From an optimization exercise on the open Yosys and OpenROAD flow, aimed at small area and a short achievable clock period; shortcuts taken in it are not production practice. The RTL was checked by simulation tests, not by an equivalence proof against the original design.

Setup of lane 3:
## alu16_top
module alu16_top (
    input clk,
    input [5:0] alufn,
    input [15:0] a,
    input [15:0] b,
    output reg [15:0] y
  );
Size: roughly 800 cells after synthesis, about 55 I/O pins, roughly 6600 um2 of cells after synthesis.
clock: 6.5 ns
lec_check: 0
cap_margin: 20
core_margin: 2
core_utilization: 55
cts_buf_list: sky130_fd_sc_hd__clkbuf_4 sky130_fd_sc_hd__clkbuf_8
setup_slack_margin: 3.0
slew_margin: 20
buffer_ports_args: -buffer_cell sky130_fd_sc_hd__buf_1
standard.sh (not shown) runs the stock make flow with config.mk's settings and CLKGATE_MAP_FILE= SYNTH_SCRIPT=/design/flow/synth_recipe.tcl, a recipe that flattens the netlist after the stock synthesis.
==> flow/flow/run.sh <==
#!/bin/bash
# Standard layout (the standard.sh) with two changes to its settings:
# half-adder cells are kept out of synthesis (abc maps half adders to plain
# gates), and the port buffers are the smallest buffer cell.  The tools'
# output goes to standard.log here.
set -e
cat >> "$FLOW_CONFIG" <<'EOC'
export DONT_USE_CELLS += sky130_fd_sc_hd__ha_1 sky130_fd_sc_hd__ha_2 sky130_fd_sc_hd__ha_4
export BUFFER_PORTS_ARGS = -buffer_cell sky130_fd_sc_hd__buf_1
EOC
bash standard.sh > standard.log 2>&1
Both conditions hold for lane 3: the flow ran to the end and the final layout passed the timing, DRC and antenna checks.
Here is what was changed in the inputs of lane 4 compared with lane 3.
--- a/flow/flow/run.sh
+++ b/flow/flow/run.sh
@@ -7,5 +7,4 @@
 cat >> "$FLOW_CONFIG" <<'EOC'
 export DONT_USE_CELLS += sky130_fd_sc_hd__ha_1 sky130_fd_sc_hd__ha_2 sky130_fd_sc_hd__ha_4
-export BUFFER_PORTS_ARGS = -buffer_cell sky130_fd_sc_hd__buf_1
 EOC
 bash standard.sh > standard.log 2>&1
--- a/flow/config.mk
+++ b/flow/config.mk
@@ -13,3 +13,2 @@
 export SLEW_MARGIN = 20
 export DONT_USE_CELLS += sky130_fd_sc_hd__ha_1 sky130_fd_sc_hd__ha_2 sky130_fd_sc_hd__ha_4
-export BUFFER_PORTS_ARGS = -buffer_cell sky130_fd_sc_hd__buf_1
--- outcome ---
- Of lane 3 and lane 4, the higher worst reg-to-reg setup slack belongs to lane 3.
- Lane 4: standard cell area after detailed placement is 5.1% higher than what lane 3 reported.
- In lane 4, the share of the clock period used by the worst path after layout came out 1.0 points below the value in lane 3.
- Lane 4 ends up with a number of buffers inserted by post-CTS setup repair that is 4 higher than in lane 3.
- Lane 4 vs lane 3, data arrival time of the critical path went down by 0.05 ns.
- Lane 3 ended up with fewer cell instances than lane 4 did.
- Combined global-route utilization of all metal layers (higher): lane 3

Setup of north:
alu16_top, a different RTL version from the one above (not shown whole).
Size in the first run: roughly 780 cells after synthesis, about 76 flip-flops, roughly 55 I/O pins.
// alu16_top
module alu16_top (
    input clk,
    input [5:0] alufn,
    input [15:0] a,
    input [15:0] b,
    output reg [15:0] y
  );
  wire [55:0] cs;
  alu_3 alu (.alufn(alufn), .a(a), .b(b), .cs(cs));
  wire [1:0] grp = alufn[5:4];
  reg [55:0] cs_q;
  reg sel_sum_q, sel_rev_q, force_q, ltd_q;
  always @(posedge clk) begin
    cs_q <= cs;
    sel_sum_q <= ~grp[1] | (~grp[0] & ~alufn[0]);    
    sel_rev_q <= (grp == 2'b10) & alufn[0];           
    force_q <= (grp == 2'b11) & ((alufn[1] & (a == b)) | (alufn[2] & a[15] & ~b[15]));
    ltd_q <= (grp == 2'b11) & alufn[2] & ~(a[15] ^ b[15]);
  end
  wire s47, c48;
  ha1 u_s47 (.a(cs_q[22]), .b(cs_q[23]), .s(s47), .co(c48));
  wire s49, c50;
  ha1 u_s49 (.a(cs_q[27]), .b(cs_q[28]), .s(s49), .co(c50));
  wire s51, c52;
  ha1 u_s51 (.a(cs_q[31]), .b(cs_q[32]), .s(s51), .co(c52));
  wire s53, c54;
  fa1 u_s53 (.a(cs_q[35]), .b(cs_q[36]), .ci(cs_q[37]), .s(s53), .co(c54));
  wire s55, c56;
  ha1 u_s55 (.a(cs_q[38]), .b(cs_q[39]), .s(s55), .co(c56));
  wire s57, c58;
  fa1 u_s57 (.a(cs_q[41]), .b(cs_q[42]), .ci(cs_q[43]), .s(s57), .co(c58));
  wire s59, c60;
  ha1 u_s59 (.a(cs_q[44]), .b(cs_q[45]), .s(s59), .co(c60));
  wire s61, c62;
  fa1 u_s61 (.a(cs_q[46]), .b(cs_q[47]), .ci(cs_q[48]), .s(s61), .co(c62));
  wire s63, c64;
  ha1 u_s63 (.a(cs_q[49]), .b(cs_q[50]), .s(s63), .co(c64));
  wire s65, c66;
  ha1 u_s65 (.a(cs_q[12]), .b(cs_q[13]), .s(s65), .co(c66));
  wire s67, c68;
  ha1 u_s67 (.a(cs_q[16]), .b(cs_q[17]), .s(s67), .co(c68));
  wire s69, c70;
  ha1 u_s69 (.a(cs_q[19]), .b(cs_q[20]), .s(s69), .co(c70));
  wire s71, c72;
  fa1 u_s71 (.a(cs_q[24]), .b(cs_q[25]), .ci(cs_q[26]), .s(s71), .co(c72));
  wire s73, c74;
  fa1 u_s73 (.a(cs_q[29]), .b(cs_q[30]), .ci(c48), .s(s73), .co(c74));
  wire s75, c76;
  fa1 u_s75 (.a(cs_q[33]), .b(cs_q[34]), .ci(c50), .s(s75), .co(c76));
  wire s77, c78;
  fa1 u_s77 (.a(cs_q[40]), .b(c52), .ci(s55), .s(s77), .co(c78));
  wire s79, c80;
  fa1 u_s79 (.a(c56), .b(s59), .ci(c54), .s(s79), .co(c80));
  wire s81, c82;
  fa1 u_s81 (.a(c60), .b(s63), .ci(c58), .s(s81), .co(c82));
  wire s83, c84;
  ha1 u_s83 (.a(cs_q[1]), .b(cs_q[2]), .s(s83), .co(c84));
  wire s85, c86;
  ha1 u_s85 (.a(cs_q[5]), .b(cs_q[6]), .s(s85), .co(c86));
  wire s87, c88;
  ha1 u_s87 (.a(cs_q[8]), .b(cs_q[9]), .s(s87), .co(c88));
  wire s89, c90;
  ...
clock: 6.5 ns
lec_check: 0
cap_margin: 0
core_margin: 2
core_utilization: 55
cts_buf_list: sky130_fd_sc_hd__clkbuf_4 sky130_fd_sc_hd__clkbuf_8
setup_slack_margin: 3.0
slew_margin: 0
synth_hierarchical: 1
buffer_ports_args: -buffer_cell sky130_fd_sc_hd__buf_1
==> flow/flow/run.sh <==
#!/bin/bash
# Standard layout (the standard.sh) with two changes to its settings:
# half-adder cells are kept out of synthesis (abc maps half adders to plain
# gates), and the port buffers are the smallest buffer cell.  The tools'
# output goes to standard.log here.
set -e
cat >> "$FLOW_CONFIG" <<'EOC'
export DONT_USE_CELLS += sky130_fd_sc_hd__ha_1 sky130_fd_sc_hd__ha_2 sky130_fd_sc_hd__ha_4
export BUFFER_PORTS_ARGS = -buffer_cell sky130_fd_sc_hd__buf_1
EOC
bash standard.sh > standard.log 2>&1
[inputs] south vs north
diff --git a/flow/config.mk b/flow/config.mk
--- a/flow/config.mk
+++ b/flow/config.mk
@@ -12 +12 @@
-export SETUP_SLACK_MARGIN = 3.0
+export SETUP_SLACK_MARGIN = 2.5
@@ -14 +13,0 @@
-export SYNTH_HIERARCHICAL = 1
==> run summary <==
Setup WNS north -> south: worse. Fmax: south below north. Slew at the pin closest to its max-slew limit ended up 0.32 ns higher on south than on north.

[static timing again, ports no longer ideal]
In the flow no input, the clock included, has a driving cell. The finished layouts below were timed again as built, in two steps. Step 1 assumes that a clkbuf_16 drives the clock port and a buf_2 every other input. Step 2, shift: input delay + t, output delay - t, t = (earliest + latest rising clock arrival at the registers) / 2. This alone moves slack from input paths to output paths. Three values: no drivers, after step 1, after step 2; two values: the first two.
run | t (ns) | setup WS [ns] | worst register clock-pin slew, ns | pins driven straight from the clock port
lane 3 | 0.369 | 3.016 / 3.028 / 2.659 | 0.08 / 0.08 | 1
lane 4 | 0.381 | 3.083 / 3.089 / 2.708 | 0.08 / 0.08 | 1
north | 0.384 | 3.032 / 3.041 / 2.658 | 0.09 / 0.09 | 1
south | 0.388 | 2.624 / 2.629 / 2.241 | 0.09 / 0.09 | 1
After both steps every run listed still meets setup and hold. The setup slack of south, which loses most, moves by +0.005 ns with the drivers and by -0.383 ns with both steps.
